From an optimization exercise on the open Yosys and OpenROAD flow, aimed at small area; shortcuts taken in it are not production practice.
The RTL was checked by simulation tests, not by an equivalence proof against the original design.
The clock input has no modelled driver; a real chip could not lean on it and would need a root buffer or a full tree.
Power figures rest on the tool's default switching activity, not on a simulated workload.

**flow/constraint.sdc**
```tcl
create_clock -name core_clock -period 10.0 [get_ports {CLK}]
set_input_delay 2.0000 -clock core_clock [delete_from_list [all_inputs] [get_ports {CLK}]]
set_output_delay 2.0000 -clock core_clock [all_outputs]
set_load 0.01 [all_outputs]
```
**flow/flow/abc_proc.tcl**
```tcl
# Use an area-oriented ABC script for technology mapping.
proc abc {args} {
  set out {}
  set skip 0
  foreach a $args {
    if {$skip} { set skip 0; continue }
    if {$a eq "-script"} { lappend out -script $::env(AREA_ABC_SCRIPT); set skip 1; continue }
    if {$a eq "-D" || $a eq "-constr"} { set skip 1; continue }
    lappend out $a
  }
  yosys abc {*}$out
}
```
**flow/config.mk**
```make
export PLATFORM = sky130hd
export DESIGN_NAME = top
export DESIGN_NICKNAME = top
export VERILOG_FILES = /design/flow/design.v
export SDC_FILE = /design/flow/constraint.sdc
export NUM_CORES = 4
export LEC_CHECK = 0
export CAP_MARGIN = 20
export CORE_AREA = 4 4 76 76
export DIE_AREA = 0 0 80 80
export PLACE_DENSITY = 0.6
export SLEW_MARGIN = 20
```
**flow/flow/abc_area.script**
```
strash
&get -n
&deepsyn -J 50 -S 1
&dch -f
&nf -a -R 1000
&put
```
**flow/design.v**
```verilog
module top
	(
	input CLK,
	input RESET,
	output HSYNC,
	output VSYNC,
	output [7:0] COLOR
	);
	reg [3:0] p;	 
	reg [4:0] x;	 
	reg [5:0] q;	 
	reg [3:0] y;	 
	wire pc = &p;					 
	wire hend = x[4] & x[3] & p[2] & p[1];		 
	wire clr = RESET | hend;
	wire vlast = y[3] & y[1];			 
	wire qend = q[4] & q[3] & q[0] & ((q[5] & q[1]) | vlast);	 
	wire [3:0] pn = p + 4'd1;
	always @(posedge CLK) begin
		p <= {pn[3] & !clr, pn[2] & !clr, pn[1] | pc | clr, pn[0] & !clr};
		x <= clr ? 5'd0 : x + {4'd0, pc};
		if (RESET) begin
			q <= 0; y <= 0;
		end else if (hend) begin
			q <= qend ? 6'd0 : q + 6'd1;
			if (qend) y <= vlast ? 4'd0 : y + 4'd1;
		end
	end
	reg bit_;
	always @(*) begin
		case (y)
			4'd5, 4'd6, 4'd8, 4'd9: bit_ = !x[4] & !x[3] & !x[2];
			4'd7: bit_ = x[4] | x[3] | x[2] | x[0];
			default: bit_ = x[4] | (x[3] & x[0] & (x[2] ~^ x[1]));
		endcase
	end
	wire vis = !(x[4] & (x[3] | x[2] | (x[1] & x[0]))) & !vlast;	 
	assign HSYNC = !((x == 5'd19 && p[3] && (p[2] | p[1])) || (x[4] & x[2] & !x[1] & (!x[0] | !p[3] & !(p[2] & p[1]))));
	assign VSYNC = !(vlast & !q[5] & !q[4] & !q[3] & !q[2] & (q[1] ^ q[0]));
	assign COLOR = vis ? (bit_ ? 8'hE0 : 8'h19) : 8'h00;
endmodule
```
**flow/flow/run.sh**
```bash
#!/bin/bash
# Standard ORFS layout with two changes:
#  - synthesis maps the logic with an area-oriented ABC script (flow/abc_area.script)
#    and without the half/full-adder cells; everything else is the standard flow's synthesis script;
#  - the port buffers are plain buf_1 cells.
set -euo pipefail
F=$PWD/flow
{ head -1 synth_recipe.tcl; cat $F/abc_proc.tcl; tail -n +2 synth_recipe.tcl; } > synth_area.tcl
sed "s#SYNTH_SCRIPT=[^ ]*#SYNTH_SCRIPT=$PWD/synth_area.tcl#" standard.sh > standard_area.sh
export AREA_ABC_SCRIPT=$F/abc_area.script
export ADDER_MAP_FILE=
export BUFFER_PORTS_ARGS="-buffer_cell sky130_fd_sc_hd__buf_1"
bash standard_area.sh > standard.log 2>&1
```
**flow/standard.sh**
```bash
#!/bin/bash
# synth_recipe.tcl (not shown) runs the flow's synth.tcl, then flattens the netlist and writes it again
# the make line also repeats each setting of config.mk as NAME=value (left out here)
make -C /OpenROAD-flow-scripts/flow DESIGN_CONFIG=/design/flow/config.mk WORK_HOME=/design/flow/orfs CLKGATE_MAP_FILE= SYNTH_SCRIPT=/design/flow/synth_recipe.tcl "${@:-finish}"
```
==> results of run 1 <==
[layer usage]
layer / up-vias / GRT usage / wire (um)
met2: 19 / 0.0770 / 615
met1: 305 / 0.0781 / 821
met4: 0 / 0.0253 / 12
li1: 398 / - / -
met5: - / 0 / 0
met3: 2 / 0.0248 / 166
[through the flow]
step | util | instances
6_report | 0.204 | 188
5_1_grt | 0.204 | 188
4_1_cts | 0.204 | 188
3_5_place_dp | 0.195 | 184
3_3_place_gp | 0.195 | 184
2_1_floorplan | - | 114
[critical path: cells and delay by family, from the launching register on]
kind                   cells  cell delay, ns
buffers and inverters      1            0.19
AND/OR/NAND/NOR            3            0.45
AO/OA/AOI/OAI              2            0.38
flip-flops                 1            0.39
[report_power, final]
group	total [mW]	internal, mW	switching, mW
Combinational	0.00510	0.00188	0.00322
Clock	0.0516	0.0282	0.0234
Sequential	0.0785	0.0770	0.00148
Total	0.135	0.107	0.0281
[flip-flops by register name, summed over array words and instances (netlist names)]
signal and flops:
q 6, y 4, x 5, p 4
[logic make-up (layout without fill, tap and decap cells)]
logic type / count (synthesis) / after routing / synth area share
simple gates: 54 / 54 / 0.290
compound gates: 26 / 26 / 0.172
xor+xnor: 3 / 3 / 0.0300
other cells: 1 / 2 / 0.00429
flops: 19 / 19 / 0.435
buf+inv: 10 / 17 / 0.0687
[worst max path at each step]
stage                     from        to  slack (ns)  cells past startpoint
after detailed placement  y[0]  COLOR[3]        6.63                      6
after CTS                 y[0]  COLOR[3]        6.34                      6
after global placement    y[0]  COLOR[3]        6.64                      6
after floorplan           y[1]  COLOR[3]        6.55                      6
final                     y[0]  COLOR[3]        6.35                      6
after global routing      y[1]  COLOR[0]        6.21                      6
[layout by cell type (no fill, tap or decap), drive strengths merged]
master / Yosys / layout
nand2: 9 / 9
o22ai: 1 / 1
and2: 2 / 2
o21ai: 5 / 5
nand3: 4 / 4
nor2: 19 / 19
o21a: 2 / 2
a21oi: 14 / 14
or2: 3 / 3
and4: 1 / 1
o211ai: 1 / 1
buf: 6 / 9
clkinv: 4 / 4
nor4: 1 / 1
nor2b: 1 / 1
conb: 1 / 2
nor3: 9 / 9
xnor2: 3 / 3
dfxtp: 19 / 19
a211oi: 1 / 1
a32o: 1 / 1
and3: 4 / 4
o31a: 1 / 1
clkbuf: 0 / 4
nand2b: 1 / 1
[final cells by class]
type / instances / area (um^2)
fill: 549 / 3880
multi-input combinational: 85 / 438
sequential: 19 / 380
tap: 67 / 83.8
clock buffer: 4 / 45.0
timing repair buffer: 9 / 33.8
inverter: 4 / 15.0
==> out/metrics.csv, run 1 <==
stage,metric,value,unit
status,outcome,timing/DRC/antenna clean,
floorplan,IO Count,12,
worst_hold_path,Hold Crit Depth,1,
synthesis,sequential element share of the synthesized area,0.435,
routing,initial DRC count,37,
cts,"Reg clk slew, reported paths",0.07,ns
routing,via count,724,
synthesis,prevailing post-synth register cell,dfxtp_1,
synthesis,post-synth cell types,24,
pwr,pwr dens,136,nW/um^2
worst_hold_path,Hold Path End,p[0],
critical_path,capture point of the worst reg-to-reg path,y[2],
global_route,largest net degree at the start of global routing,11,
global_route,GR Overflow Total,0,
timing,"Slew Viols, Final",0,
global_route,initial antenna violation count,0,
worst_hold_path,min-delay src,p[0],
critical_path,slowest CP cell,dfxtp_1,
global_route,first-pass GRT wire length,2880,um
synthesis,top cell type's share of synthesized area,0.435,
cts,H-Tree Depth,1,
critical_path,FF-to-FF Start,p[1],
routing,final WL,1620,um
place,gpl congestion,0.734,
place,IO Port Bufs,9,
place,Setup WS pre-CTS,6.63,ns
synthesis,synthesized cell area,875,um^2
critical_path,crit-path cells,"nand2_1, nand3_1, o22ai_1, o31a_1, nor3_1, buf_1",
timing,Final setup violation count,0,
timing,Fin. Hold Viols,0,
routing,DR DRC count,0,
cts,clock buffer count from CTS,3,
timing,RSZ-0062 raised after global routing,false,
critical_path,kind of critical path,flip-flop to output pin,
floorplan,initial core utilization,0.179,
synthesis,Synth area leaders,"dfxtp_1, nor2_1, a21oi_1",
cts,clock latency (worst-skew pair),0.25,ns
floorplan,chip width,80,um
finish,layout cell share with drive strength beyond 1,0.0248,
critical_path,CP endpoint kind,output pin,
timing,period utilization,0.365,
finish,final net count,124,
floorplan,FP Rows,25,
place,placed cell area,951,um^2
timing,Hold WS,0.468,ns
global_route,number of global-route vias before repair,636,
cts,Root Buffer,clkbuf_8,
routing,wire per inst,8.60,um
synthesis,Ys Warns,1,
place,HPWL after DPL,1200,um
critical_path,CP Launch Type,flip-flop,
synthesis,Mapped Cells,113,
routing,DRT Pass-1 Iters,4,
synthesis,Seq cells post-synth,19,
cts,CTS tree,done,
timing,Final Critical Period,3.65,ns
finish,diode count,0,
critical_path,crit-path max FO,4,
synthesis,list of most frequent post-synthesis cells,"dfxtp_1, nor2_1, a21oi_1",
job,MaxCap Viol Count,0,
floorplan,Die Ht,80,um
cts,clk sinks,19,
finish,Syn-to-layout area delta,13.9,%
timing,fmax,274,MHz
worst_hold_path,worst min path class,flip-flop to flip-flop,
critical_path,"reg-to-reg slack, setup",8.15,ns
routing,Via-to-Cell Ratio,3.85,
critical_path,"Req. time, crit path",8.00,ns
synthesis,Yosys top cell by area,dfxtp_1,
pwr,Leak Pwr,0.330,nW
finish,design area,996,um^2
floorplan,total core area,4880,um^2
pwr,VDD IR-drop max,0.0000402,V
cts,post-cts resize count,0,
critical_path,Critical Path Max Stage Delay,0.39,ns
routing,post-route ant nets,0,
cts,Max Root-Sink Buffers,2,
timing,Worst Clk Skew,0.00167,ns
synthesis,syn_area_per_cell,7.74,um^2
synthesis,ys async rst share,0,
floorplan,die area,6400,um^2
synthesis,number of flops mapped to enable cells by yosys,0,
cts,hold_buf cts,0,
global_route,Total Routing Usage GR,0.0574,
critical_path,r2r worst-path depth,7,
timing,Fin Setup TNS,0,ns
critical_path,crit path DAT,1.65,ns
cts,post-CTS setup buffer count,0,
timing,final worst slack,6.35,ns
pwr,Final Power,0.135,mW
==> inputs of run 2 (changes only) <==
--- a/flow/flow/run.sh
+++ b/flow/flow/run.sh
@@ -11,3 +11,4 @@
 export ADDER_MAP_FILE=
 export BUFFER_PORTS_ARGS="-buffer_cell sky130_fd_sc_hd__buf_1"
+export CTS_ARGS="-sink_clustering_enable -repair_clock_nets -buf_list sky130_fd_sc_hd__clkbuf_4 -root_buf sky130_fd_sc_hd__clkbuf_4 -sink_clustering_size 30 -sink_clustering_max_diameter 100 -dont_use_dummy_load"
 bash standard_area.sh > standard.log 2>&1
==> out/metrics.csv, run 2 <==
stage,metric,value,unit
critical_path,crit path DAT,1.70,ns
synthesis,largest family of logic cells by synthesized area,simple AND/OR/NAND/NOR gates,
critical_path,crit-path max FO,4,
finish,final net count,124,
critical_path,slowest CP cell,dfxtp_1,
timing,RSZ-0062 raised after global routing,false,
timing,Fin Setup TNS,0,ns
synthesis,post-synth cell types,24,
critical_path,"Req. time, crit path",8.00,ns
synthesis,sequential element share of the synthesized area,0.435,
timing,Final Critical Period,3.70,ns
global_route,Total Routing Usage GR,0.0581,
finish,diode count,0,
routing,wire per inst,8.65,um
pwr,sequential share of power,0.660,
floorplan,total core area,4880,um^2
finish,layout cell share with drive strength beyond 1,0.0250,
worst_hold_path,worst min path class,flip-flop to flip-flop,
cts,post-cts resize count,0,
place,IO Port Bufs,9,
finish,max FFs per register,6,
synthesis,Ys Warns,1,
synthesis,Yosys top cell by area,dfxtp_1,
finish,Largest Register,q,
floorplan,FP Rows,25,
timing,period utilization,0.370,
critical_path,kind of critical path,flip-flop to output pin,
cts,Root Buffer,clkbuf_4,
cts,clk sinks,19,
synthesis,number of flops mapped to enable cells by yosys,0,
global_route,number of global-route vias before repair,638,
cts,post-CTS setup buffer count,0,
global_route,initial antenna violation count,0,
job,MaxCap Viol Count,0,
pwr,Comb power frac,0.043,
floorplan,initial core utilization,0.179,
cts,clock latency (worst-skew pair),0.29,ns
timing,Worst Clk Skew,0.00667,ns
global_route,largest net degree at the start of global routing,11,
synthesis,list of most frequent post-synthesis cells,"dfxtp_1, nor2_1, a21oi_1",
synthesis,top cell type's share of synthesized area,0.435,
place,HPWL after DPL,1200,um
place,gpl congestion,0.734,
cts,Max Root-Sink Buffers,2,
global_route,GR Overflow Total,0,
pwr,Psw,0.0261,mW
global_route,first-pass GRT wire length,2880,um
synthesis,synthesized cell area,875,um^2
pwr,Int Power,0.0929,mW
cts,hold_buf cts,0,
critical_path,crit-path cells,"nand2_1, nand3_1, o22ai_1, o31a_1, nor3_1, buf_1",
routing,initial DRC count,27,
critical_path,CP endpoint kind,output pin,
pwr,sw frac,0.219,
synthesis,Seq cells post-synth,19,
timing,Fin. Hold Viols,0,
cts,CTS tree,done,
worst_hold_path,Hold Crit Depth,1,
timing,"Slew Viols, Final",0,
synthesis,ys async rst share,0,
synthesis,XOR/XNOR Fraction of Synth Area,0.0300,
floorplan,chip width,80,um
routing,DR DRC count,0,
status,outcome,timing/DRC/antenna clean,
routing,via count,719,
finish,largest registers,"q: 6 flops, x: 5 flops",
cts,"Reg clk slew, reported paths",0.10,ns
synthesis,Adder-Cell Fraction of Synth Area,0,
routing,post-route ant nets,0,
synthesis,Simple-Gate Fraction of Synth Area,0.290,
routing,Via-to-Cell Ratio,3.84,
timing,Final setup violation count,0,
pwr,pwr dens,122,nW/um^2
floorplan,Die Ht,80,um
synthesis,prevailing post-synth register cell,dfxtp_1,
pwr,Clock power frac,0.297,
synthesis,complex-gate fraction of the synthesized area,0.172,
routing,DRT Pass-1 Iters,4,
synthesis,Mapped Cells,113,
floorplan,die area,6400,um^2
finish,Syn-to-layout area delta,11.3,%
finish,most frequent cells in the layout,"nor2_1, dfxtp_1, a21oi_1",
cts,H-Tree Depth,1,
cts,clock buffer count from CTS,3,
critical_path,Critical Path Max Stage Delay,0.40,ns
floorplan,IO Count,12,
timing,fmax,270,MHz
synthesis,syn_area_per_cell,7.74,um^2
pwr,VDD IR-drop max,0.0000336,V
synthesis,Synth area leaders,"dfxtp_1, nor2_1, a21oi_1",
critical_path,r2r worst-path depth,7,
synthesis,post-synthesis mux area share,0,
pwr,Leak Pwr,0.321,nW
routing,final WL,1620,um
critical_path,CP Launch Type,flip-flop,
finish,post-layout util,0.199,
run 2: cell counts after synthesis:
No cell type changed its count.
run 2: worst paths after layout:
kind                            startpoint  endpoint  slack, ns
worst min-delay path                  p[0]      p[0]       0.47
worst max-delay path                  y[0]  COLOR[3]       6.30
worst min register to register        p[0]      p[0]       0.47
worst max register to register        p[1]      y[2]       8.15
run 2: kinds of logic after synthesis:
logic type | count (synthesis)
other | 1
AOI/OAI and AO/OA | 26
xor gates and xnor gates | 3
DFF | 19
buffers and inverters | 10
and+or+nand+nor | 54
run 2: cell type report:
type                       count  area (um^2)
multi-input combinational     85          438
inverter                       4         15.0
tap                           67         83.8
sequential                    19          380
clock buffer                   3         22.5
fill                         554         3910
timing repair buffer           9         33.8
run 2: critical path, delay by kind of cell (launching register included):
kind | cells | cell delay [ns]
flip-flops | 1 | 0.40
buffers and inverters | 1 | 0.19
AND/OR/NAND/NOR | 3 | 0.45
AO/OA/AOI/OAI | 2 | 0.38
run 2: per-stage QoR:
step / total power, mW / worst slack [ns] / hold WS (ns) / cell area [um^2] / cells
2_1_floorplan: 0.0845 / 6.55 / 0.434 / 878 / 114
4_1_cts: 0.122 / 6.28 / 0.485 / 973 / 187
3_3_place_gp: 0.0853 / 6.64 / 0.455 / 951 / 184
3_5_place_dp: 0.0854 / 6.63 / 0.461 / 951 / 184
5_1_grt: 0.125 / 6.15 / 0.527 / 973 / 187
6_report: 0.119 / 6.30 / 0.475 / 973 / 187
run 2: routing by layer:
layer  share of wire  global-route usage
met1            0.51              0.0774
met2            0.38              0.0778
met3           0.096              0.0248
met4           0.014              0.0304
met5               0                   0
run 2: power groups by stage:
stage | sequential [mW] | clock [mW] | combinational (mW)
finish | 0.0785 | 0.0353 | 0.00511
global route | 0.0788 | 0.0403 | 0.00586
CTS | 0.0785 | 0.0387 | 0.00512
detailed placement | 0.0802 | 0 | 0.00511
global placement | 0.0802 | 0 | 0.00511
floorplan | 0.0799 | 0 | 0.00456
==> inputs of run 3 (changes only) <==
==> flow/run.sh (new file) <==
#!/bin/bash
# synth_recipe.tcl (not shown) runs the flow's synth.tcl, then flattens the netlist and writes it again
# the make line also repeats each setting of config.mk as NAME=value (left out here)
make -C /OpenROAD-flow-scripts/flow DESIGN_CONFIG=/design/flow/config.mk WORK_HOME=/design/flow/orfs CLKGATE_MAP_FILE= SYNTH_SCRIPT=/design/flow/synth_recipe.tcl finish
removed: flow/flow/run.sh
removed: flow/flow/abc_area.script
removed: flow/flow/abc_proc.tcl
removed: flow/standard.sh
==> out/metrics.csv, run 3 <==
stage,metric,value,unit
critical_path,Critical Path Max Stage Delay,0.60,ns
synthesis,list of most frequent post-synthesis cells,"dfxtp_1, nand2_1, nor2_1",
cts,Max Root-Sink Buffers,2,
cts,clock buffer count from CTS,3,
timing,RSZ-0062 raised after global routing,false,
pwr,sw frac,0.227,
place,HPWL after DPL,1610,um
finish,most frequent cells in the layout,"dfxtp_1, nor2_1, nand2_1",
synthesis,Yosys top cell by area,dfxtp_1,
global_route,largest net degree at the start of global routing,11,
routing,DR DRC count,0,
finish,largest registers,"q: 6 flops, x: 5 flops",
pwr,Leak Pwr,0.499,nW
routing,DRT Pass-1 Iters,4,
global_route,first-pass GRT wire length,3850,um
pwr,Psw,0.0320,mW
synthesis,sequential element share of the synthesized area,0.333,
cts,H-Tree Depth,1,
finish,max FFs per register,6,
pwr,VDD IR-drop max,0.0000388,V
status,outcome,timing/DRC/antenna clean,
worst_hold_path,worst min path class,flip-flop to flip-flop,
floorplan,chip width,80,um
timing,"Slew Viols, Final",0,
synthesis,synthesized cell area,1140,um^2
place,IO Port Bufs,9,
routing,Top Layer Used,met4,
timing,Fin. Hold Viols,0,
timing,period utilization,0.458,
pwr,pwr dens,109,nW/um^2
timing,Final Critical Period,4.58,ns
job,MaxCap Viol Count,0,
critical_path,Crit path max-delay family,buffers and inverters,
synthesis,"count leader, synth",dfxtp_1,
routing,Met3 Wirelength,98,um
critical_path,crit-path max FO,9,
timing,Fin Setup TNS,0,ns
pwr,sequential share of power,0.573,
critical_path,"Req. time, crit path",8.00,ns
cts,"Reg clk slew, reported paths",0.07,ns
floorplan,IO Count,12,
cts,clock latency (worst-skew pair),0.26,ns
finish,Syn-to-layout area delta,13.3,%
routing,met2 wire length,946,um
finish,Largest Register,q,
routing,initial DRC count,38,
routing,final WL,2210,um
synthesis,syn_area_per_cell,8.93,um^2
pwr,Comb power frac,0.045,
routing,Via-to-Cell Ratio,4.61,
pwr,Final Power,0.141,mW
critical_path,CP endpoint kind,output pin,
cts,post-CTS setup buffer count,0,
finish,post-layout util,0.266,
cts,clk sinks,19,
critical_path,CP Launch Type,flip-flop,
finish,"commonest non-fill, non-tap cell in the layout",dfxtp_1,
finish,final net count,145,
cts,hold_buf cts,0,
routing,post-route ant nets,0,
critical_path,crit path DAT,2.58,ns
synthesis,prevailing post-synth register cell,dfxtp_1,
timing,Final setup violation count,0,
floorplan,Die Ht,80,um
synthesis,number of flops mapped to enable cells by yosys,0,
pwr,Int Power,0.109,mW
synthesis,Ys Warns,1,
global_route,number of global-route vias before repair,840,
critical_path,"reg-to-reg slack, setup",8.34,ns
global_route,Total Routing Usage GR,0.0768,
finish,diode count,0,
synthesis,Seq cells post-synth,19,
pwr,Clock power frac,0.382,
critical_path,kind of critical path,flip-flop to output pin,
synthesis,Mapped Cells,128,
synthesis,post-synth cell types,43,
critical_path,Buf/Inv on CP,2,
floorplan,FP Rows,25,
synthesis,Synth area leaders,"dfxtp_1, ha_1, buf_4",
cts,Root Buffer,clkbuf_8,
finish,layout cell share with drive strength beyond 1,0.0827,
routing,via count,921,
floorplan,initial core utilization,0.234,
routing,M1 WL,1110,um
critical_path,crit-path cells,"inv_1, ha_1, o21ai_1, o22ai_2, mux2_2, a211oi_1, clkdlybuf4s50_1",
timing,fmax,218,MHz
place,gpl congestion,0.724,
routing,wire per inst,11.1,um
timing,Worst Clk Skew,0.000616,ns
global_route,GR Overflow Total,0,
synthesis,ys async rst share,0,
synthesis,top cell type's share of synthesized area,0.333,
critical_path,slowest CP cell,clkdlybuf4s50_1,
cts,CTS tree,done,
floorplan,die area,6400,um^2
floorplan,total core area,4880,um^2
cts,post-cts resize count,0,
global_route,initial antenna violation count,0,
## run 3: cell count changes after synthesis, moves of 4 or more
cell / before / now
a21oi_1: 14 / 4
clkinv_1: 4 / 0
ha_1: 0 / 9
inv_1: 0 / 5
nor2_1: 19 / 11
nor3_1: 9 / 5
## run 3: power groups by stage
| stage | sequential (mW) | clock, mW | combinational, mW |
|---|---|---|---|
| after floorplan | 0.0809 | 0 | 0.00732 |
| after global placement | 0.0822 | 0 | 0.00638 |
| after detailed placement | 0.0824 | 0 | 0.00642 |
| after CTS | 0.0806 | 0.0568 | 0.00653 |
| after global routing | 0.0812 | 0.0592 | 0.00720 |
| final | 0.0807 | 0.0538 | 0.00637 |
## run 3: cell type report
cell class	count	area, um^2
clock buffer	4	45.0
fill	548	3580
inverter	5	18.8
multi-input combinational	96	678
sequential	19	380
tap	67	83.8
timing repair buffer	9	90.1
## run 3: through the flow
step	area [um^2]	cells	setup WS, ns	hold slack, ns
final	1300	200	5.42	0.445
after global routing	1300	200	5.16	0.479
after CTS	1300	200	5.38	0.453
after detailed placement	1250	196	5.67	0.440
after global placement	1250	196	5.74	0.432
after floorplan	1150	129	6.05	0.418
## run 3: kinds of logic after synthesis
logic type                 share of synthesized area
and+or+nand+nor                                0.257
AOI/OAI and AO/OA                              0.160
DFF                                            0.333
buffers and inverters                         0.0777
adders and majority gates                     0.0985
xor gates and xnor gates                      0.0613
other                                        0.00328
muxes                                        0.00985
## run 3: routing by layer
metal  GRT usage  up-vias
met1      0.0971      426
met3      0.0203        5
met5           0        -
li1            -      468
met4      0.0456        0
met2       0.116       22
## run 3: final timing paths
kind | from | to | cells past startpoint
max reg2reg | p[1] | x[4] | 7
min | p[0] | p[0] | 1
min reg2reg | p[0] | p[0] | 1
max | y[1] | COLOR[3] | 7
==> inputs of run 4 (changes only) <==
==> flow/design.v (replaced) <==
module top
	(
	input CLK,
	input RESET,
	output HSYNC,
	output VSYNC,
	output [7:0] COLOR
	);
	reg [3:0] p;
	reg [4:0] x;
	reg [5:0] q;
	reg [3:0] y;
	wire pend = (p[0]&p[2]&p[3]);	 
	wire x24 = (x[1]&x[3]&x[4]);	 
	wire p4 = (p[2]);	 
	wire hend = x24 & p4;	 
	wire vlast = (y[0]&!y[3]);	 
	wire q59 = (q[0]&q[1]&q[3]&q[4]&q[5]);
	wire q25 = (q[0]&q[3]&q[4]);	 
	wire qend = q59 | (vlast & q25);
	always @(posedge CLK)
		if (RESET | hend | pend) p <= 4'd0;
		else if (1'b1) p <= p + 4'd1;
	always @(posedge CLK)
		if (RESET | hend) x <= 5'd2;
		else if (pend) x <= x + 5'd1;
	always @(posedge CLK)
		if (RESET | (hend & qend)) q <= 6'd0;
		else if (hend) q <= q + 6'd1;
	wire [3:0] y_nx = {((!y[1]) | (y[0]&y[2])), ((y[2]) | (y[1]&!y[3])), ((y[0])), ((!y[1]&y[3]) | (!y[0]&y[3]))};
	always @(posedge CLK)
		if (RESET | (hend & qend & vlast)) y <= 4'd0;
		else if (hend & qend) y <= y_nx;
	wire sa = (x[1]&x[4]) | (x[0]&x[1]&!x[2]&x[3]) | (x[2]&x[4]) | (x[0]&x[4]);
	wire sb = (!x[2]&!x[3]&!x[4]) | (!x[1]&!x[3]&!x[4]);
	wire sc = (x[0]) | (x[1]&x[2]) | (x[3]) | (x[4]);
	wire ga = (!y[2]);
	wire gc = (y[0]&!y[1]&y[2]);
	wire gb = (!y[0]&y[2]) | (y[1]&y[2]);
	wire bit_ = (ga & sa) | (gb & sb) | (gc & sc);
	wire vis = ((!x[4]) | (!x[2]&!x[3]) | (!x[0]&!x[1]&!x[3])) & !vlast;
	wire x19 = (x[0]&!x[1]&x[2]&x[4]);
	wire x20 = (!x[0]&x[1]&x[2]&x[4]);
	wire x21 = (x[0]&x[1]&x[2]&x[4]);
	wire pge8 = (p[3]);
	wire ple3 = (!p[2]&!p[3]);
	wire vs = (q[0]&!q[1]&!q[2]&!q[3]&!q[4]) | (!q[0]&q[1]&!q[2]&!q[3]&!q[4]);
	assign HSYNC = !((x19 & pge8) | x20 | (x21 & ple3));
	assign VSYNC = !(vlast & vs);
	assign COLOR = vis ? (bit_ ? 8'hE0 : 8'h19) : 8'h00;
endmodule
==> flow/flow/run.sh (new file) <==
#!/bin/bash
# Standard ORFS layout with these changes:
#  - synthesis maps the logic with an area-oriented ABC script (flow/abc_area.script)
#    and without the half/full-adder cells; everything else is the standard flow's synthesis script;
#  - the port buffers are plain buf_1 cells;
#  - clock tree synthesis uses clkbuf_4 cells, one sink cluster and no dummy loads.
set -euo pipefail
F=$PWD/flow
{ head -1 synth_recipe.tcl; cat $F/abc_proc.tcl; tail -n +2 synth_recipe.tcl; } > synth_area.tcl
sed "s#SYNTH_SCRIPT=[^ ]*#SYNTH_SCRIPT=$PWD/synth_area.tcl#" standard.sh > standard_area.sh
export AREA_ABC_SCRIPT=$F/abc_area.script
export ADDER_MAP_FILE=
export BUFFER_PORTS_ARGS="-buffer_cell sky130_fd_sc_hd__buf_1"
export CTS_ARGS="-sink_clustering_enable -repair_clock_nets -buf_list sky130_fd_sc_hd__clkbuf_4 -root_buf sky130_fd_sc_hd__clkbuf_4 -sink_clustering_size 30 -sink_clustering_max_diameter 100 -dont_use_dummy_load"
bash standard_area.sh > standard.log 2>&1
==> flow/flow/abc_area.script (new file) <==
strash
&get -n
&deepsyn -J 50 -S 1
&dch -f
&nf -a -R 1000
&put
==> flow/flow/abc_proc.tcl (new file) <==
# Use an area-oriented ABC script for technology mapping.
proc abc {args} {
  set out {}
  set skip 0
  foreach a $args {
    if {$skip} { set skip 0; continue }
    if {$a eq "-script"} { lappend out -script $::env(AREA_ABC_SCRIPT); set skip 1; continue }
    if {$a eq "-D" || $a eq "-constr"} { set skip 1; continue }
    lappend out $a
  }
  yosys abc {*}$out
}
==> flow/standard.sh (new file) <==
#!/bin/bash
# synth_recipe.tcl (not shown) runs the flow's synth.tcl, then flattens the netlist and writes it again
# the make line also repeats each setting of config.mk as NAME=value (left out here)
make -C /OpenROAD-flow-scripts/flow DESIGN_CONFIG=/design/flow/config.mk WORK_HOME=/design/flow/orfs CLKGATE_MAP_FILE= SYNTH_SCRIPT=/design/flow/synth_recipe.tcl "${@:-finish}"
removed: flow/run.sh
==> out/metrics.csv, run 4 <==
stage,metric,value,unit
timing,final worst slack,6.38,ns
floorplan,FP Rows,25,
global_route,number of global-route vias before repair,617,
finish,diode count,0,
cts,post-cts resize count,0,
routing,M1 WL,794,um
routing,Met3 Wirelength,172,um
finish,# fillers,569,
routing,Via-to-Cell Ratio,4.05,
job,MaxCap Viol Count,0,
routing,DR DRC count,0,
routing,wire per inst,8.62,um
pwr,Leak Pwr,0.339,nW
timing,Fin Setup TNS,0,ns
global_route,GR Overflow Total,0,
timing,Worst Tran Pin Value,0.498,ns
critical_path,CP Launch Type,flip-flop,
finish,design area,956,um^2
synthesis,"count leader, synth",nor2_1,
finish,max FFs per register,6,
floorplan,total core area,4880,um^2
floorplan,chip width,80,um
worst_hold_path,worst min path class,flip-flop to flip-flop,
cts,Max Root-Sink Buffers,2,
routing,Top Layer Used,met4,
timing,Final Critical Period,3.62,ns
cts,"Reg clk slew, reported paths",0.10,ns
timing,fmax,277,MHz
critical_path,Critical Path Start,x[1],
synthesis,Ys Warns,1,
cts,hold_buf cts,0,
synthesis,number of flops mapped to enable cells by yosys,0,
critical_path,crit path DAT,1.62,ns
place,IO Port Bufs,9,
synthesis,post-synth cell types,23,
timing,Slew Limit Headroom,0.666,
routing,met2 wire length,591,um
pwr,pwr dens,123,nW/um^2
synthesis,synthesized cell area,857,um^2
synthesis,XOR/XNOR Fraction of Synth Area,0.0307,
routing,DRT Pass-1 Iters,4,
critical_path,CP endpoint kind,output pin,
finish,most frequent cells in the layout,"nor2_1, dfxtp_1, nand2_1, a21oi_1, buf_1",
synthesis,Yosys top cell by area,dfxtp_1,
synthesis,ys async rst share,0,
place,dpl cells,180,
synthesis,Synth area leaders,"dfxtp_1, nor2_1, a21oi_1",
cts,clock buffer count from CTS,3,
timing,RSZ-0062 raised after global routing,false,
synthesis,sequential element share of the synthesized area,0.444,
synthesis,Simple-Gate Fraction of Synth Area,0.285,
worst_hold_path,min-delay src,q[5],
finish,largest registers,"q: 6 flops, x: 5 flops",
global_route,Total Routing Usage GR,0.0571,
pwr,Final Power,0.118,mW
global_route,initial antenna violation count,0,
floorplan,Die Ht,80,um
synthesis,Mapped Cells,109,
cts,CTS tree,done,
cts,H-Tree Depth,1,
place,Setup WS pre-CTS,6.71,ns
synthesis,list of most frequent post-synthesis cells,"nor2_1, dfxtp_1, a21oi_1, nand2_1, nor3_1",
synthesis,Adder-Cell Fraction of Synth Area,0,
place,gpl congestion,0.700,
floorplan,IO Count,12,
critical_path,"Req. time, crit path",8.00,ns
timing,"Slew Viols, Final",0,
routing,post-route ant nets,0,
synthesis,prevailing post-synth register cell,dfxtp_1,
synthesis,top cell type's share of synthesized area,0.444,
timing,Fin. Hold Viols,0,
timing,Final setup violation count,0,
synthesis,syn_area_per_cell,7.86,um^2
pwr,VDD IR-drop max,0.0000340,V
place,HPWL after DPL,1190,um
status,outcome,timing/DRC/antenna clean,
timing,Worst Clk Skew,0.00891,ns
global_route,first-pass GRT wire length,2810,um
finish,Syn-to-layout area delta,11.5,%
cts,post-CTS setup buffer count,0,
synthesis,Seq cells post-synth,19,
finish,"commonest non-fill, non-tap cell in the layout",nor2_1,
place,placed cell area,933,um^2
critical_path,crit-path max FO,9,
routing,initial DRC count,61,
cts,clk sinks,19,
cts,Root Buffer,clkbuf_4,
synthesis,post-synthesis mux area share,0,
critical_path,kind of critical path,flip-flop to output pin,
global_route,largest net degree at the start of global routing,11,
finish,Largest Register,q,
synthesis,largest family of logic cells by synthesized area,simple AND/OR/NAND/NOR gates,
routing,via count,741,
critical_path,FF-to-FF Start,x[1],
cts,clock latency (worst-skew pair),0.29,ns
timing,period utilization,0.362,
finish,final net count,120,
finish,layout cell share with drive strength beyond 1,0.0259,
synthesis,complex-gate fraction of the synthesized area,0.184,
floorplan,initial core utilization,0.176,
routing,final WL,1580,um
floorplan,die area,6400,um^2
finish,Layout Cells excl Fill,183,
run 4: changes by cell type after synthesis, moves of 3 or more:
cell and delta:
xnor2_1 -3, a21oi_1 +9, nand2b_1 -3, nand3_1 -5, inv_1 -5, nor2_1 +9
ha_1 -9, and3_1 +3, o211ai_1 +3
run 4: routing by layer:
metal  GRT usage  vias to the layer above
met2      0.0712                       26
met5           0                        -
met4      0.0253                        0
li1            -                      389
met3      0.0327                        2
met1      0.0772                      324
run 4: path summary, 6_finish.rpt:
check	endpoint	slack (ns)	cells past startpoint
worst min register to register	q[5]	0.50	2
worst min-delay path	q[5]	0.50	2
worst max register to register	y[0]	8.05	5
worst max-delay path	COLOR[5]	6.38	7
run 4: cell families after synthesis:
group | Yosys count
and+or+nand+nor | 53
AOI/OAI and AO/OA | 27
DFF | 19
buffers and inverters | 6
xor gates and xnor gates | 3
other | 1
run 4: metrics by stage:
step | utilization | hold WS [ns]
finish | 0.196 | 0.496
global route | 0.196 | 0.537
CTS | 0.196 | 0.497
detailed placement | 0.191 | 0.470
global placement | 0.191 | 0.463
floorplan | - | 0.441
run 4: layout make-up:
cell class	instances	area [um^2]	share of cell area
sequential	19	380	0.398
multi-input combinational	85	435	0.455
tap	67	83.8	0.0877
timing repair buffer	9	33.8	0.0353
clock buffer	3	22.5	0.0236
run 4: worst max-delay path: stages, from the launching register on:
cell,delay [ns]
dfxtp_1,0.50
nand2_1,0.12
nand2_1,0.10
o21ai_0,0.07
o211ai_1,0.12
nand2_1,0.07
nor2_1,0.16
buf_1,0.17
run 4: power by group:
part           internal (mW)  switching, mW  leakage, nW
Sequential            0.0766        0.00101        0.154
Combinational        0.00144        0.00241        0.171
Clock                 0.0140         0.0220       0.0138
==> inputs of run 5 (changes only) <==
==> flow/flow/run.sh (replaced) <==
#!/bin/bash
# Standard ORFS layout with these changes:
#  - synthesis maps the logic with an area-oriented ABC script (flow/abc_area.script)
#    and without the half/full-adder cells; everything else is the standard flow's synthesis script;
#  - the port buffers are plain buf_1 cells;
#  - clock tree synthesis uses clkbuf_4 cells, one sink cluster and no dummy loads,
#    and its tree is then collapsed into the root buffer (flow/collapse_clock.tcl).
set -euo pipefail
F=$PWD/flow
{ head -1 synth_recipe.tcl; cat $F/abc_proc.tcl; tail -n +2 synth_recipe.tcl; } > synth_area.tcl
sed "s#SYNTH_SCRIPT=[^ ]*#SYNTH_SCRIPT=$PWD/synth_area.tcl#" standard.sh > standard_area.sh
export AREA_ABC_SCRIPT=$F/abc_area.script
export ADDER_MAP_FILE=
export BUFFER_PORTS_ARGS="-buffer_cell sky130_fd_sc_hd__buf_1"
export CTS_ARGS="-sink_clustering_enable -repair_clock_nets -buf_list sky130_fd_sc_hd__clkbuf_4 -root_buf sky130_fd_sc_hd__clkbuf_8 -sink_clustering_size 30 -sink_clustering_max_diameter 100 -dont_use_dummy_load"
bash standard_area.sh cts > standard_cts.log 2>&1
CTS_ODB=$PWD/orfs/results/sky130hd/top/base/4_cts.odb openroad -no_init -exit $F/collapse_clock.tcl > collapse_clock.log 2>&1
bash standard_area.sh > standard.log 2>&1
==> flow/flow/collapse_clock.tcl (new file) <==
# Collapse the clock tree that CTS built into its root buffer: every clock sink
# is moved from the leaf buffers' nets to the root buffer's net, and the leaf
# buffers are removed, so one buffer drives all the flip-flops' clock pins.
set odb $::env(CTS_ODB)
read_db $odb
set block [ord::get_db_block]
set root ""
foreach inst [$block getInsts] {
  set a [$inst findITerm A]
  if {$a eq "NULL" || $a eq ""} { continue }
  set n [$a getNet]
  if {$n ne "NULL" && $n ne "" && [$n getName] eq "CLK"} {
    set root $inst
  }
}
if {$root eq ""} { error "no clock root buffer found" }
set rootnet [[$root findITerm X] getNet]
puts "root buffer [$root getName] ([[$root getMaster] getName]) drives [$rootnet getName]"
set removed 0
foreach it [$rootnet getITerms] {
  set inst [$it getInst]
  if {$inst eq $root} { continue }
  set m [[$inst getMaster] getName]
  if {![string match "sky130_fd_sc_hd__clkbuf_*" $m]} { continue }
  set outnet [[$inst findITerm X] getNet]
  foreach sit [$outnet getITerms] {
    if {[$sit getInst] eq $inst} { continue }
    $sit disconnect
    $sit connect $rootnet
  }
  $it disconnect
  [$inst findITerm X] disconnect
  odb::dbInst_destroy $inst
  odb::dbNet_destroy $outnet
  incr removed
}
puts "removed $removed leaf buffers; root net now has [llength [$rootnet getITerms]] pins"
write_db $odb
==> out/metrics.csv, run 5 <==
stage,metric,value,unit
status,outcome,timing/DRC/antenna clean,
synthesis,ys async rst share,0,
global_route,M2 GR Usage,0.0853,
timing,final worst slack,6.51,ns
synthesis,syn_area_per_cell,7.86,um^2
critical_path,crit-path max FO,9,
timing,Worst Tran Pin Value,0.510,ns
timing,RSZ-0062 raised after global routing,false,
finish,"commonest non-fill, non-tap cell in the layout",nor2_1,
critical_path,r2r worst-path depth,5,
synthesis,post-synth cell types,23,
finish,layout cell share with drive strength beyond 1,0.00877,
routing,wire per inst,8.77,um
routing,Via-to-Cell Ratio,4.10,
place,gpl congestion,0.700,
routing,via count,743,
worst_hold_path,Hold Path End,q[5],
global_route,number of global-route vias before repair,582,
critical_path,FF-to-FF Start,x[1],
routing,initial DRC count,93,
critical_path,capture point of the worst reg-to-reg path,y[0],
timing,Worst Clk Skew,0.00133,ns
routing,final WL,1590,um
finish,post-layout util,0.194,
synthesis,synthesized cell area,857,um^2
finish,max FFs per register,6,
pwr,VDD IR-drop max,0.0000561,V
finish,diode count,0,
floorplan,total core area,4880,um^2
cts,"Reg clk slew, reported paths",0.11,ns
timing,Final setup violation count,0,
critical_path,kind of critical path,flip-flop to output pin,
global_route,first-pass GRT wire length,2700,um
cts,clk sinks,19,
synthesis,sequential element share of the synthesized area,0.444,
global_route,largest net degree at the start of global routing,20,
worst_hold_path,Hold Crit Depth,2,
finish,most frequent cells in the layout,"nor2_1, dfxtp_1, nand2_1, a21oi_1, buf_1",
cts,clock latency (worst-skew pair),0.17,ns
timing,fmax,286,MHz
critical_path,"reg-to-reg slack, setup",8.04,ns
timing,Fin. Hold Viols,0,
global_route,GR Overflow Total,0,
critical_path,"Req. time, crit path",8.00,ns
synthesis,Yosys top cell by area,dfxtp_1,
floorplan,IO Count,12,
synthesis,prevailing post-synth register cell,dfxtp_1,
synthesis,Seq cells post-synth,19,
finish,Largest Register,q,
finish,largest registers,"q: 6 flops, x: 5 flops",
routing,DRT Pass-1 Iters,4,
timing,Final Critical Period,3.49,ns
floorplan,chip width,80,um
timing,"Slew Viols, Final",0,
pwr,Leak Pwr,0.332,nW
synthesis,"count leader, synth",nor2_1,
routing,DR DRC count,0,
synthesis,Synth area leaders,"dfxtp_1, nor2_1, a21oi_1",
synthesis,Mapped Cells,109,
synthesis,top cell type's share of synthesized area,0.444,
place,Setup WS pre-CTS,6.71,ns
pwr,pwr dens,116,nW/um^2
finish,final net count,118,
global_route,initial antenna violation count,0,
finish,Syn-to-layout area delta,10.5,%
synthesis,number of flops mapped to enable cells by yosys,0,
routing,post-route ant nets,0,
global_route,Total Routing Usage GR,0.0620,
critical_path,CP Launch Type,flip-flop,
place,IO Port Bufs,9,
floorplan,die area,6400,um^2
global_route,met3 Use GR,0.0192,
timing,Fin Setup TNS,0,ns
critical_path,CP endpoint kind,output pin,
worst_hold_path,worst min path class,flip-flop to flip-flop,
cts,post-CTS setup buffer count,0,
global_route,met1 usage,0.0941,
timing,Slew Limit Headroom,0.657,
cts,hold_buf cts,0,
timing,period utilization,0.349,
floorplan,Die Ht,80,um
cts,post-cts resize count,0,
global_route,most used routing layer,met1,
floorplan,initial core utilization,0.176,
critical_path,crit path DAT,1.49,ns
synthesis,Ys Warns,1,
job,MaxCap Viol Count,0,
synthesis,list of most frequent post-synthesis cells,"nor2_1, dfxtp_1, a21oi_1, nand2_1, nor3_1",
worst_hold_path,min-delay src,q[5],
place,HPWL after DPL,1190,um
floorplan,FP Rows,25,
[run 5: cell types whose count changed in the layout (fill, tap and decap cells not counted), sizes merged]
| cell | before | now |
|---|---|---|
| clkbuf | 3 | 1 |
[run 5: how the worst max path moves through the flow]
stage | depth (start not counted) | startpoint | endpoint
global route | 7 | x[1] | COLOR[5]
floorplan | 7 | x[1] | COLOR[6]
finish | 7 | x[1] | COLOR[5]
global placement | 7 | x[1] | COLOR[6]
CTS | 7 | x[1] | COLOR[5]
detailed placement | 7 | x[1] | COLOR[5]
[run 5: power by group]
group | total (mW) | internal (mW) | switching (mW)
registers | 0.0777 | 0.0767 | 0.00101
clock network | 0.0287 | 0.00938 | 0.0193
logic | 0.00384 | 0.00144 | 0.00240
[run 5: logic make-up (layout without fill, tap and decap cells)]
logic type | after synthesis | count (layout) | synth area share
AND/OR/NAND/NOR | 53 | 53 | 0.285
AO/OA/AOI/OAI | 27 | 27 | 0.184
flip-flops | 19 | 19 | 0.444
buffers and inverters | 6 | 10 | 0.0526
XOR/XNOR | 3 | 3 | 0.0307
other | 1 | 2 | 0.00438
[run 5: stage by stage]
step | instance area (um^2) | hold WS (ns) | total power, mW | cells
floorplan | 861 | 0.441 | 0.0826 | 110
global placement | 933 | 0.463 | 0.0832 | 180
detailed placement | 933 | 0.470 | 0.0832 | 180
CTS | 975 | 0.489 | 0.134 | 183
global route | 947 | 0.541 | 0.114 | 181
finish | 947 | 0.499 | 0.110 | 181
[run 5: metal layers]
layer	share of wire	up-vias
li1	-	388
met1	0.52	319
met2	0.37	36
met3	0.11	0
met4	0	0
met5	0	-
[run 5: layout make-up]
class                           instances  area (um^2)
Fill cell                             568         3930
Multi-Input combinational cell         85          435
Sequential cell                        19          380
Timing Repair Buffer                    9         33.8
Tap cell                               67         83.8
Clock buffer                            1         13.8
[run 5: worst max-delay path, cell delays in order, from the launching register on]
cell and delay, ns:
dfxtp_1 0.50, nand2_1 0.12, nand2_1 0.10, o21ai_0 0.07, o211ai_1 0.12, nand2_1 0.07, nor2_1 0.16, buf_1 0.17
==> inputs of run 6 (changes only) <==
==> flow/design.v (replaced) <==
module top
	(
	input CLK,
	input RESET,
	output HSYNC,
	output VSYNC,
	output [7:0] COLOR
	);
	reg [3:0] p;
	reg [4:0] x;
	reg [5:0] q;
	reg [3:0] y;
	wire pend = (p[0]&p[2]&p[3]);	 
	wire x24 = (x[1]&x[3]&x[4]);	 
	wire p4 = (p[2]);	 
	wire hend = x24 & p4;	 
	wire vlast = (y[0]&y[1]&y[3]);	 
	wire q59 = (!q[0]&!q[1]&q[3]&q[4]&q[5]);
	wire q25 = (q[1]&q[3]&q[4]);	 
	wire qend = q59 | (vlast & q25);
	always @(posedge CLK)
		if (RESET | hend | pend) p <= 4'd0;
		else if (1'b1) p <= p + 4'd1;
	always @(posedge CLK)
		if (RESET | hend) x <= 5'd2;
		else if (pend) x <= x + 5'd1;
	wire q_fb = (!q[0]&!q[5]) | (q[0]&q[5]);
	always @(posedge CLK)
		if (RESET | (hend & qend)) q <= 6'd0;
		else if (hend) q <= {q[4:0], q_fb};
	wire y_fb = (!y[0]&!y[3]) | (y[0]&y[3]);
	always @(posedge CLK)
		if (RESET | (hend & qend & vlast)) y <= 4'd0;
		else if (hend & qend) y <= {y[2:0], y_fb};
	wire sa = (x[1]&x[4]) | (x[0]&x[1]&!x[2]&x[3]) | (x[2]&x[4]) | (x[0]&x[4]);
	wire sb = (!x[2]&!x[3]&!x[4]) | (!x[1]&!x[3]&!x[4]);
	wire sc = (x[0]) | (x[1]&x[2]) | (x[3]) | (x[4]);
	wire ga = (!y[0]&!y[2]) | (y[0]&!y[1]&!y[3]);
	wire gc = (y[0]&y[1]);
	wire gb = (!y[0]&y[2]) | (y[0]&y[3]);
	wire bit_ = (ga & sa) | (gb & sb) | (gc & sc);
	wire vis = ((!x[4]) | (!x[2]&!x[3]) | (!x[0]&!x[1]&!x[3])) & !vlast;
	wire x19 = (x[0]&!x[1]&x[2]&x[4]);
	wire x20 = (!x[0]&x[1]&x[2]&x[4]);
	wire x21 = (x[0]&x[1]&x[2]&x[4]);
	wire pge8 = (p[3]);
	wire ple3 = (!p[2]&!p[3]);
	wire vs = (q[0]&!q[2]&!q[3]&!q[4]) | (q[1]&!q[3]&!q[4]&!q[5]);
	assign HSYNC = !((x19 & pge8) | x20 | (x21 & ple3));
	assign VSYNC = !(vlast & vs);
	assign COLOR = vis ? (bit_ ? 8'hE0 : 8'h19) : 8'h00;
endmodule
==> out/metrics.csv, run 6 <==
stage,metric,value,unit
status,outcome,timing/DRC/antenna clean,
global_route,Total Routing Usage GR,0.0628,
finish,Layout Cells excl Fill,170,
routing,Via-to-Cell Ratio,4.01,
place,dpl cells,169,
critical_path,"reg-to-reg slack, setup",8.08,ns
finish,layout cell share with drive strength beyond 1,0.00971,
finish,post-layout util,0.190,
timing,final worst slack,6.37,ns
synthesis,Ys Warns,1,
critical_path,CP Launch Type,flip-flop,
critical_path,"Req. time, crit path",8.00,ns
synthesis,top cell type's share of synthesized area,0.454,
finish,most frequent cells in the layout,"dfxtp_1, nor2_1, buf_1",
finish,largest registers,"q: 6 flops, x: 5 flops",
floorplan,chip width,80,um
finish,Syn-to-layout area delta,10.7,%
routing,initial DRC count,79,
floorplan,FP Rows,25,
floorplan,total core area,4880,um^2
routing,DRT Pass-1 Iters,4,
synthesis,"count leader, synth",dfxtp_1,
critical_path,FF-to-FF Start,x[1],
synthesis,list of most frequent post-synthesis cells,"dfxtp_1, nor2_1, a22o_1, nand2_1",
worst_hold_path,worst min path class,flip-flop to flip-flop,
cts,post-cts resize count,0,
cts,clock latency (worst-skew pair),0.17,ns
critical_path,CP endpoint kind,output pin,
timing,Final Critical Period,3.63,ns
global_route,first-pass GRT wire length,2740,um
critical_path,slowest CP cell,dfxtp_1,
floorplan,die area,6400,um^2
finish,design area,928,um^2
finish,final net count,107,
cts,post-CTS setup buffer count,0,
worst_hold_path,Hold Path End,p[0],
timing,period utilization,0.363,
job,MaxCap Viol Count,0,
finish,diode count,0,
synthesis,Seq cells post-synth,19,
pwr,Final Power,0.110,mW
floorplan,Die Ht,80,um
routing,post-route ant nets,0,
synthesis,ys async rst share,0,
finish,"commonest non-fill, non-tap cell in the layout",dfxtp_1,
worst_hold_path,min-delay src,p[0],
global_route,largest net degree at the start of global routing,20,
synthesis,syn_area_per_cell,8.55,um^2
timing,Worst Clk Skew,0.00174,ns
critical_path,crit path DAT,1.63,ns
timing,Fin Setup TNS,0,ns
routing,DR DRC count,0,
timing,Fin. Hold Viols,0,
critical_path,r2r worst-path depth,6,
cts,clk sinks,19,
floorplan,initial core utilization,0.172,
synthesis,prevailing post-synth register cell,dfxtp_1,
synthesis,Synth area leaders,"dfxtp_1, a22o_1, nor2_1",
worst_hold_path,Hold Crit Depth,1,
place,placed cell area,915,um^2
synthesis,number of flops mapped to enable cells by yosys,0,
synthesis,Mapped Cells,98,
cts,"Reg clk slew, reported paths",0.11,ns
critical_path,crit-path max FO,9,
timing,"Slew Viols, Final",0,
critical_path,Critical Path Max Stage Delay,0.50,ns
pwr,VDD IR-drop max,0.0000527,V
global_route,number of global-route vias before repair,593,
timing,Final setup violation count,0,
routing,final WL,1570,um
synthesis,sequential element share of the synthesized area,0.454,
synthesis,post-synth cell types,25,
critical_path,kind of critical path,flip-flop to output pin,
timing,RSZ-0062 raised after global routing,false,
global_route,initial antenna violation count,0,
timing,Worst Tran Pin Value,0.531,ns
synthesis,Yosys top cell by area,dfxtp_1,
routing,via count,681,
place,Setup WS pre-CTS,6.59,ns
synthesis,synthesized cell area,838,um^2
pwr,pwr dens,118,nW/um^2
pwr,Leak Pwr,0.311,nW
place,IO Port Bufs,9,
timing,fmax,276,MHz
global_route,GR Overflow Total,0,
cts,hold_buf cts,0,
routing,wire per inst,9.24,um
timing,Slew Limit Headroom,0.645,
finish,Largest Register,q,
place,HPWL after DPL,1190,um
timing,Hold WS,0.494,ns
floorplan,IO Count,12,
critical_path,crit-path cells,"a211oi_1, nor2b_1, o21ai_0, nor3b_1, buf_1",
finish,max FFs per register,6,
critical_path,capture point of the worst reg-to-reg path,q[3],
place,gpl congestion,0.742,
[run 6: cell count changes in the layout (fill, tap and decap cells not counted), sizes merged, moves of 2 or more]
cell | previous run | this run
nand4 | 0 | 3
nand2 | 13 | 7
nor3 | 7 | 3
nor2 | 20 | 14
a21oi | 13 | 6
clkinv | 0 | 3
a22o | 2 | 7
or2 | 2 | 0
nand2b | 0 | 2
a21o | 0 | 2
a211oi | 0 | 2
[run 6: logic make-up after synthesis]
logic type      count (synthesis)  share of synthesized area
mux                             1                     0.0119
xor+xnor                        3                     0.0313
flops                          19                      0.454
other cells                     1                    0.00447
simple gates                   38                      0.218
compound gates                 27                      0.213
buf+inv                         9                     0.0672
[run 6: final cells by class]
type / instances / area (um^2)
Fill cell: 563 / 3950
Multi-Input combinational cell: 71 / 405
Sequential cell: 19 / 380
Tap cell: 67 / 83.8
Timing Repair Buffer: 9 / 33.8
Clock buffer: 1 / 13.8
Inverter: 3 / 11.3
[run 6: routing by layer]
metal | vias up | part of all wire | global-route usage
met3 | 3 | 0.070 | 0.0203
met5 | - | 0 | 0
met1 | 309 | 0.48 | 0.0883
li1 | 354 | - | -
met2 | 15 | 0.44 | 0.0969
met4 | 0 | 0.0089 | 0.00507
[run 6: how the worst max path moves through the flow]
stage	slack, ns	depth (start not counted)	from	endpoint
after floorplan	6.49	5	x[1]	COLOR[6]
after global placement	6.60	5	x[1]	COLOR[6]
final	6.37	5	x[1]	COLOR[5]
after CTS	6.29	5	x[1]	COLOR[5]
after global routing	6.18	6	x[1]	COLOR[6]
after detailed placement	6.59	5	x[1]	COLOR[5]
[run 6: power by group]
part | leakage (nW) | total (mW) | internal [mW] | switching, mW
clock | 0.00719 | 0.0284 | 0.00937 | 0.0191
combinational | 0.150 | 0.00363 | 0.00133 | 0.00231
sequential | 0.154 | 0.0777 | 0.0767 | 0.00101
[run 6: critical path, delay by kind of cell (launching register included)]
kind | cells | cell delay, ns
buf+inv | 1 | 0.19
flops | 1 | 0.50
compound gates | 2 | 0.33
simple gates | 2 | 0.45
==> inputs of run 7 (changes only) <==
--- a/flow/flow/run.sh
+++ b/flow/flow/run.sh
@@ -5,5 +5,6 @@
 #  - the port buffers are plain buf_1 cells;
 #  - clock tree synthesis uses clkbuf_4 cells, one sink cluster and no dummy loads,
-#    and its tree is then collapsed into the root buffer (flow/collapse_clock.tcl).
+#    and its tree is then collapsed into the root buffer (flow/collapse_clock.tcl);
+#  - the constant-0 outputs share one tie cell (flow/merge_ties.tcl).
 set -euo pipefail
 F=$PWD/flow
@@ -16,3 +17,4 @@
 bash standard_area.sh cts > standard_cts.log 2>&1
 CTS_ODB=$PWD/orfs/results/sky130hd/top/base/4_cts.odb openroad -no_init -exit $F/collapse_clock.tcl > collapse_clock.log 2>&1
+CTS_ODB=$PWD/orfs/results/sky130hd/top/base/4_cts.odb openroad -no_init -exit $F/merge_ties.tcl > merge_ties.log 2>&1
 bash standard_area.sh > standard.log 2>&1
==> flow/flow/merge_ties.tcl (new file) <==
# Drive all constant-0 outputs from one tie cell: the flow's tie-fanout repair
# gives each constant port its own conb_1; move their loads onto the first one.
set odb $::env(CTS_ODB)
read_db $odb
set block [ord::get_db_block]
set keep ""
set keepnet ""
set merged 0
foreach inst [$block getInsts] {
  if {[[$inst getMaster] getName] ne "sky130_fd_sc_hd__conb_1"} { continue }
  set lo [$inst findITerm LO]
  set hi [$inst findITerm HI]
  if {[$hi getNet] ne "NULL" && [$hi getNet] ne ""} { continue }
  set net [$lo getNet]
  if {$net eq "NULL" || $net eq ""} { continue }
  if {$keep eq ""} { set keep $inst; set keepnet $net; continue }
  foreach bt [$net getBTerms] { $bt disconnect; $bt connect $keepnet }
  foreach it [$net getITerms] {
    if {[$it getInst] eq $inst} { continue }
    $it disconnect
    $it connect $keepnet
  }
  $lo disconnect
  odb::dbInst_destroy $inst
  odb::dbNet_destroy $net
  incr merged
}
puts "merged $merged tie cells into [expr {$keep eq "" ? "none" : [$keep getName]}]"
write_db $odb
==> out/metrics.csv, run 7 <==
stage,metric,value,unit
critical_path,"Req. time, crit path",8.00,ns
finish,Largest Register,q,
finish,max FFs per register,6,
critical_path,CP endpoint kind,output pin,
global_route,number of global-route vias before repair,594,
global_route,initial antenna violation count,0,
floorplan,FP Rows,25,
critical_path,crit-path cells,"a211oi_1, nor2b_1, o21ai_0, nor3b_1, buf_1",
synthesis,sequential element share of the synthesized area,0.454,
synthesis,syn_area_per_cell,8.55,um^2
floorplan,chip width,80,um
place,dpl cells,169,
critical_path,crit-path max FO,9,
status,outcome,timing/DRC/antenna clean,
critical_path,FF-to-FF Start,x[1],
finish,most frequent cells in the layout,"dfxtp_1, nor2_1, buf_1",
timing,Final setup violation count,0,
timing,Fin Setup TNS,0,ns
worst_hold_path,min-delay src,p[0],
job,MaxCap Viol Count,0,
global_route,GR Overflow Total,0,
floorplan,total core area,4880,um^2
routing,final WL,1590,um
finish,Syn-to-layout area delta,10.3,%
pwr,Final Power,0.110,mW
floorplan,IO Count,12,
worst_hold_path,worst min path class,flip-flop to flip-flop,
timing,Hold WS,0.494,ns
timing,RSZ-0062 raised after global routing,false,
synthesis,list of most frequent post-synthesis cells,"dfxtp_1, nor2_1, a22o_1, nand2_1",
global_route,first-pass GRT wire length,2790,um
synthesis,number of flops mapped to enable cells by yosys,0,
finish,largest registers,"q: 6 flops, x: 5 flops",
timing,Worst Clk Skew,0.00234,ns
synthesis,Synth area leaders,"dfxtp_1, a22o_1, nor2_1",
routing,wire per inst,9.41,um
critical_path,CP Launch Type,flip-flop,
pwr,pwr dens,119,nW/um^2
cts,post-CTS setup buffer count,0,
routing,DRT Pass-1 Iters,4,
synthesis,Seq cells post-synth,19,
synthesis,top cell type's share of synthesized area,0.454,
routing,Via-to-Cell Ratio,4.08,
floorplan,initial core utilization,0.172,
finish,diode count,0,
critical_path,crit path DAT,1.62,ns
critical_path,capture point of the worst reg-to-reg path,q[3],
routing,via count,690,
synthesis,post-synth cell types,25,
timing,Worst Tran Pin Value,0.550,ns
synthesis,synthesized cell area,838,um^2
synthesis,Yosys top cell by area,dfxtp_1,
worst_hold_path,Hold Crit Depth,1,
cts,post-cts resize count,0,
global_route,Total Routing Usage GR,0.0640,
timing,Final Critical Period,3.62,ns
timing,period utilization,0.362,
routing,post-route ant nets,0,
pwr,VDD IR-drop max,0.0000528,V
cts,"Reg clk slew, reported paths",0.11,ns
critical_path,"reg-to-reg slack, setup",8.09,ns
place,IO Port Bufs,9,
critical_path,r2r worst-path depth,6,
floorplan,Die Ht,80,um
routing,initial DRC count,85,
critical_path,Critical Path Max Stage Delay,0.50,ns
critical_path,slowest CP cell,dfxtp_1,
finish,# fillers,563,
pwr,Leak Pwr,0.308,nW
finish,Layout Cells excl Fill,169,
finish,layout cell share with drive strength beyond 1,0.00980,
worst_hold_path,Hold Path End,p[0],
place,HPWL after DPL,1190,um
timing,Fin. Hold Viols,0,
routing,DR DRC count,0,
synthesis,ys async rst share,0,
synthesis,prevailing post-synth register cell,dfxtp_1,
synthesis,"count leader, synth",dfxtp_1,
floorplan,die area,6400,um^2
critical_path,kind of critical path,flip-flop to output pin,
synthesis,Mapped Cells,98,
finish,final net count,106,
cts,hold_buf cts,0,
synthesis,Ys Warns,1,
timing,Slew Limit Headroom,0.633,
cts,clk sinks,19,
global_route,largest net degree at the start of global routing,20,
cts,clock latency (worst-skew pair),0.17,ns
place,gpl congestion,0.742,
timing,fmax,276,MHz
timing,"Slew Viols, Final",0,
finish,"commonest non-fill, non-tap cell in the layout",dfxtp_1,
run 7: cell counts after synthesis:
Identical to the previous run, type by type.
run 7: final cells by class:
| type | instances | area, um^2 | share of cell area |
|---|---|---|---|
| Clock buffer | 1 | 13.8 | 0.0149 |
| Multi-Input combinational cell | 70 | 402 | 0.434 |
| Timing Repair Buffer | 9 | 33.8 | 0.0365 |
| Tap cell | 67 | 83.8 | 0.0907 |
| Sequential cell | 19 | 380 | 0.411 |
| Inverter | 3 | 11.3 | 0.0122 |
run 7: kinds of logic after synthesis:
logic type      count (synthesis)  synth area share
compound gates                 27             0.213
xor+xnor                        3            0.0313
buf+inv                         9            0.0672
flops                          19             0.454
mux                             1            0.0119
other cells                     1           0.00447
simple gates                   38             0.218
run 7: how the worst max path moves through the flow:
| stage | start | end | cells after the start |
|---|---|---|---|
| after global routing | x[1] | COLOR[6] | 6 |
| final | x[1] | COLOR[5] | 5 |
| after CTS | x[1] | COLOR[5] | 5 |
| after detailed placement | x[1] | COLOR[5] | 5 |
| after floorplan | x[1] | COLOR[6] | 5 |
| after global placement | x[1] | COLOR[6] | 5 |
run 7: through the flow:
| step | instance area, um^2 | util | setup WS (ns) |
|---|---|---|---|
| 3_3_place_gp | 915 | 0.187 | 6.60 |
| 4_1_cts | 956 | 0.196 | 6.29 |
| 2_1_floorplan | 842 | - | 6.49 |
| 5_1_grt | 925 | 0.189 | 6.18 |
| 3_5_place_dp | 915 | 0.187 | 6.59 |
| 6_report | 925 | 0.189 | 6.38 |
run 7: power breakdown:
part	total (mW)	switching [mW]	internal, mW
clock network	0.0285	0.0191	0.00937
logic	0.00372	0.00240	0.00133
registers	0.0777	0.00102	0.0767
total	0.110	0.0225	0.0874
run 7: worst max-delay path, delay by kind of cell (launching register included):
kind | cells | cell delay [ns]
AOI/OAI and AO/OA | 2 | 0.32
and+or+nand+nor | 2 | 0.45
DFF | 1 | 0.50
buffers and inverters | 1 | 0.19
run 7: layer usage:
metal,GRT usage,vias up,wire (um)
met3,0.0237,0,139
met1,0.0883,315,749
met4,0.00507,0,0
li1,-,354,-
met5,0,-,0
met2,0.0985,21,702
==> inputs of run 8 (changes only) <==
==> flow/design.v (replaced) <==
module top
	(
	input CLK,
	input RESET,
	output HSYNC,
	output VSYNC,
	output [7:0] COLOR
	);
	reg [3:0] p;
	reg [4:0] x;
	reg [5:0] q;
	reg [3:0] y;
	wire pend = (!p[0]&!p[2]&!p[3]);	 
	wire x24 = (!x[3]&!x[4]);	 
	wire p4 = (!p[2]);	 
	wire hend = x24 & p4;	 
	wire vlast = (y[0]&y[1]&y[3]);	 
	wire q59 = (!q[0]&!q[1]&q[3]&q[4]&q[5]);
	wire q25 = (q[1]&q[3]&q[4]);	 
	wire qend = q59 | (vlast & q25);
	always @(posedge CLK)
		if (RESET | hend | pend) p <= 4'd15;
		else if (1'b1) p <= p - 4'd1;
	always @(posedge CLK)
		if (RESET | hend) x <= 5'd31;
		else if (pend) x <= x - 5'd1;
	wire q_fb = (!q[0]&!q[5]) | (q[0]&q[5]);
	always @(posedge CLK)
		if (RESET | (hend & qend)) q <= 6'd0;
		else if (hend) q <= {q[4:0], q_fb};
	wire y_fb = (!y[0]&!y[3]) | (y[0]&y[3]);
	always @(posedge CLK)
		if (RESET | (hend & qend & vlast)) y <= 4'd0;
		else if (hend & qend) y <= {y[2:0], y_fb};
	wire sa = (!x[0]&!x[1]&!x[2]&!x[3]) | (!x[4]) | (!x[0]&x[1]&x[2]&!x[3]);
	wire sb = (x[2]&x[3]&x[4]);
	wire sc = (!x[4]) | (!x[3]) | (!x[2]) | (!x[0]);
	wire ga = (!y[0]&!y[2]) | (y[0]&!y[1]&!y[3]);
	wire gc = (y[0]&y[1]);
	wire gb = (!y[0]&y[2]) | (y[0]&y[3]);
	wire bit_ = (ga & sa) | (gb & sb) | (gc & sc);
	wire vis = ((x[4]) | (x[0]&x[2]&x[3]) | (!x[0]&x[1]&x[2])) & !vlast;
	wire x19 = (!x[0]&!x[1]&x[2]&!x[4]);
	wire x20 = (x[0]&x[1]&!x[2]&!x[4]);
	wire x21 = (!x[0]&x[1]&!x[2]&!x[4]);
	wire pge8 = (!p[3]);
	wire ple3 = (p[2]&p[3]);
	wire vs = (q[0]&!q[2]&!q[3]&!q[4]) | (q[1]&!q[3]&!q[4]&!q[5]);
	assign HSYNC = !((x19 & pge8) | x20 | (x21 & ple3));
	assign VSYNC = !(vlast & vs);
	assign COLOR = vis ? (bit_ ? 8'hE0 : 8'h19) : 8'h00;
endmodule
==> out/metrics.csv, run 8 <==
stage,metric,value,unit
cts,hold_buf cts,0,
critical_path,"Req. time, crit path",8.00,ns
global_route,largest net degree at the start of global routing,20,
critical_path,Crit path max-delay family,flip-flops,
finish,post-layout util,0.187,
cts,post-cts resize count,0,
cts,post-CTS setup buffer count,0,
routing,Top Layer Used,met4,
synthesis,prevailing post-synth register cell,dfxtp_1,
finish,Layout Cells excl Fill,162,
critical_path,Buf/Inv on CP,1,
place,gpl congestion,0.708,
routing,post-route ant nets,0,
place,IO Port Bufs,9,
floorplan,FP Rows,25,
critical_path,kind of critical path,flip-flop to output pin,
synthesis,list of most frequent post-synthesis cells,"dfxtp_1, a22o_1, nand2_1",
timing,"Slew Viols, Final",0,
timing,Worst Clk Skew,0.000775,ns
synthesis,syn_area_per_cell,9.06,um^2
synthesis,ys async rst share,0,
pwr,Leak Pwr,0.297,nW
routing,wire per inst,9.72,um
floorplan,total core area,4880,um^2
place,dpl cells,162,
synthesis,Mapped Cells,91,
floorplan,Die Ht,80,um
routing,final WL,1580,um
worst_hold_path,worst min path class,flip-flop to flip-flop,
pwr,VDD IR-drop max,0.0000577,V
routing,Met3 Wirelength,96,um
routing,initial DRC count,60,
critical_path,Critical Path Max Stage Delay,0.47,ns
place,placed cell area,901,um^2
finish,diode count,0,
place,HPWL after DPL,1120,um
floorplan,chip width,80,um
global_route,first-pass GRT wire length,2670,um
routing,met2 wire length,707,um
critical_path,CP Launch Type,flip-flop,
cts,clk sinks,19,
timing,RSZ-0062 raised after global routing,false,
timing,Fin Setup TNS,0,ns
synthesis,"count leader, synth",dfxtp_1,
global_route,Total Routing Usage GR,0.0646,
timing,Final setup violation count,0,
critical_path,slowest CP cell,dfxtp_1,
routing,DRT Pass-1 Iters,4,
pwr,Clock power frac,0.257,
routing,DR DRC count,0,
cts,"Reg clk slew, reported paths",0.11,ns
status,outcome,timing/DRC/antenna clean,
timing,Hold WS,0.438,ns
floorplan,die area,6400,um^2
finish,max FFs per register,6,
timing,period utilization,0.360,
cts,clock latency (worst-skew pair),0.16,ns
floorplan,IO Count,12,
synthesis,number of flops mapped to enable cells by yosys,0,
synthesis,Synth area leaders,"dfxtp_1, a22o_1, buf_4",
pwr,Int Power,0.0866,mW
pwr,sequential share of power,0.716,
pwr,pwr dens,119,nW/um^2
global_route,number of global-route vias before repair,546,
pwr,Psw,0.0215,mW
timing,fmax,278,MHz
global_route,initial antenna violation count,0,
pwr,sw frac,0.199,
critical_path,crit-path cells,"and3_1, o21ai_0, o31ai_1, nor2b_1, buf_1",
finish,design area,911,um^2
synthesis,Ys Warns,1,
## run 8: power groups by stage
stage,logic (mW),clock network [mW],registers [mW]
floorplan,0.00259,0,0.0789
global route,0.00338,0.0341,0.0777
finish,0.00292,0.0277,0.0774
global placement,0.00276,0,0.0791
CTS,0.00278,0.0528,0.0774
detailed placement,0.00279,0,0.0791
## run 8: path summary, 6_finish.rpt
check	endpoint	from	slack, ns	cells past startpoint
setup reg to reg	x[4]	p[2]	8.15	5
setup / recovery	COLOR[6]	x[2]	6.40	5
hold / removal	p[0]	p[0]	0.44	1
hold reg to reg	p[0]	p[0]	0.44	1
## run 8: per-layer routing
layer  vias up  global-route usage
met5         -                   0
met3         2              0.0169
met2        17               0.101
li1        336                   -
met1       285              0.0880
met4         0              0.0152
## run 8: area by class of cell
| cell class | instances | area, um^2 |
|---|---|---|
| fillers | 557 | 3970 |
| well taps | 67 | 83.8 |
| inverters | 2 | 7.51 |
| repair buffers | 9 | 33.8 |
| flip-flops and latches | 19 | 380 |
| multi-input cells | 64 | 392 |
| clock buffers | 1 | 13.8 |
## run 8: metrics by stage
| stage | setup slack, ns | power (mW) |
|---|---|---|
| after floorplan | 6.61 | 0.0815 |
| after global placement | 6.63 | 0.0819 |
| after detailed placement | 6.60 | 0.0819 |
| after CTS | 6.32 | 0.133 |
| after global routing | 6.17 | 0.115 |
| final | 6.40 | 0.108 |
## run 8: kinds of logic after synthesis
logic type             count (synthesis)  share of synthesized area
flip-flops                            19                      0.461
multiplexers                           1                     0.0121
other                                  1                    0.00455
XOR/XNOR                               3                     0.0319
AND/OR/NAND/NOR                       32                      0.196
buffers and inverters                  8                     0.0637
AO/OA/AOI/OAI                         27                      0.231

Check on run 8: ideal ports give 6.404 ns setup slack; a clkbuf_16 on the clock port and buf_2 on the inputs give 6.379 ns; moving port delays by the midpoint clock arrival (0.186 ns) as well gives 6.566 ns.
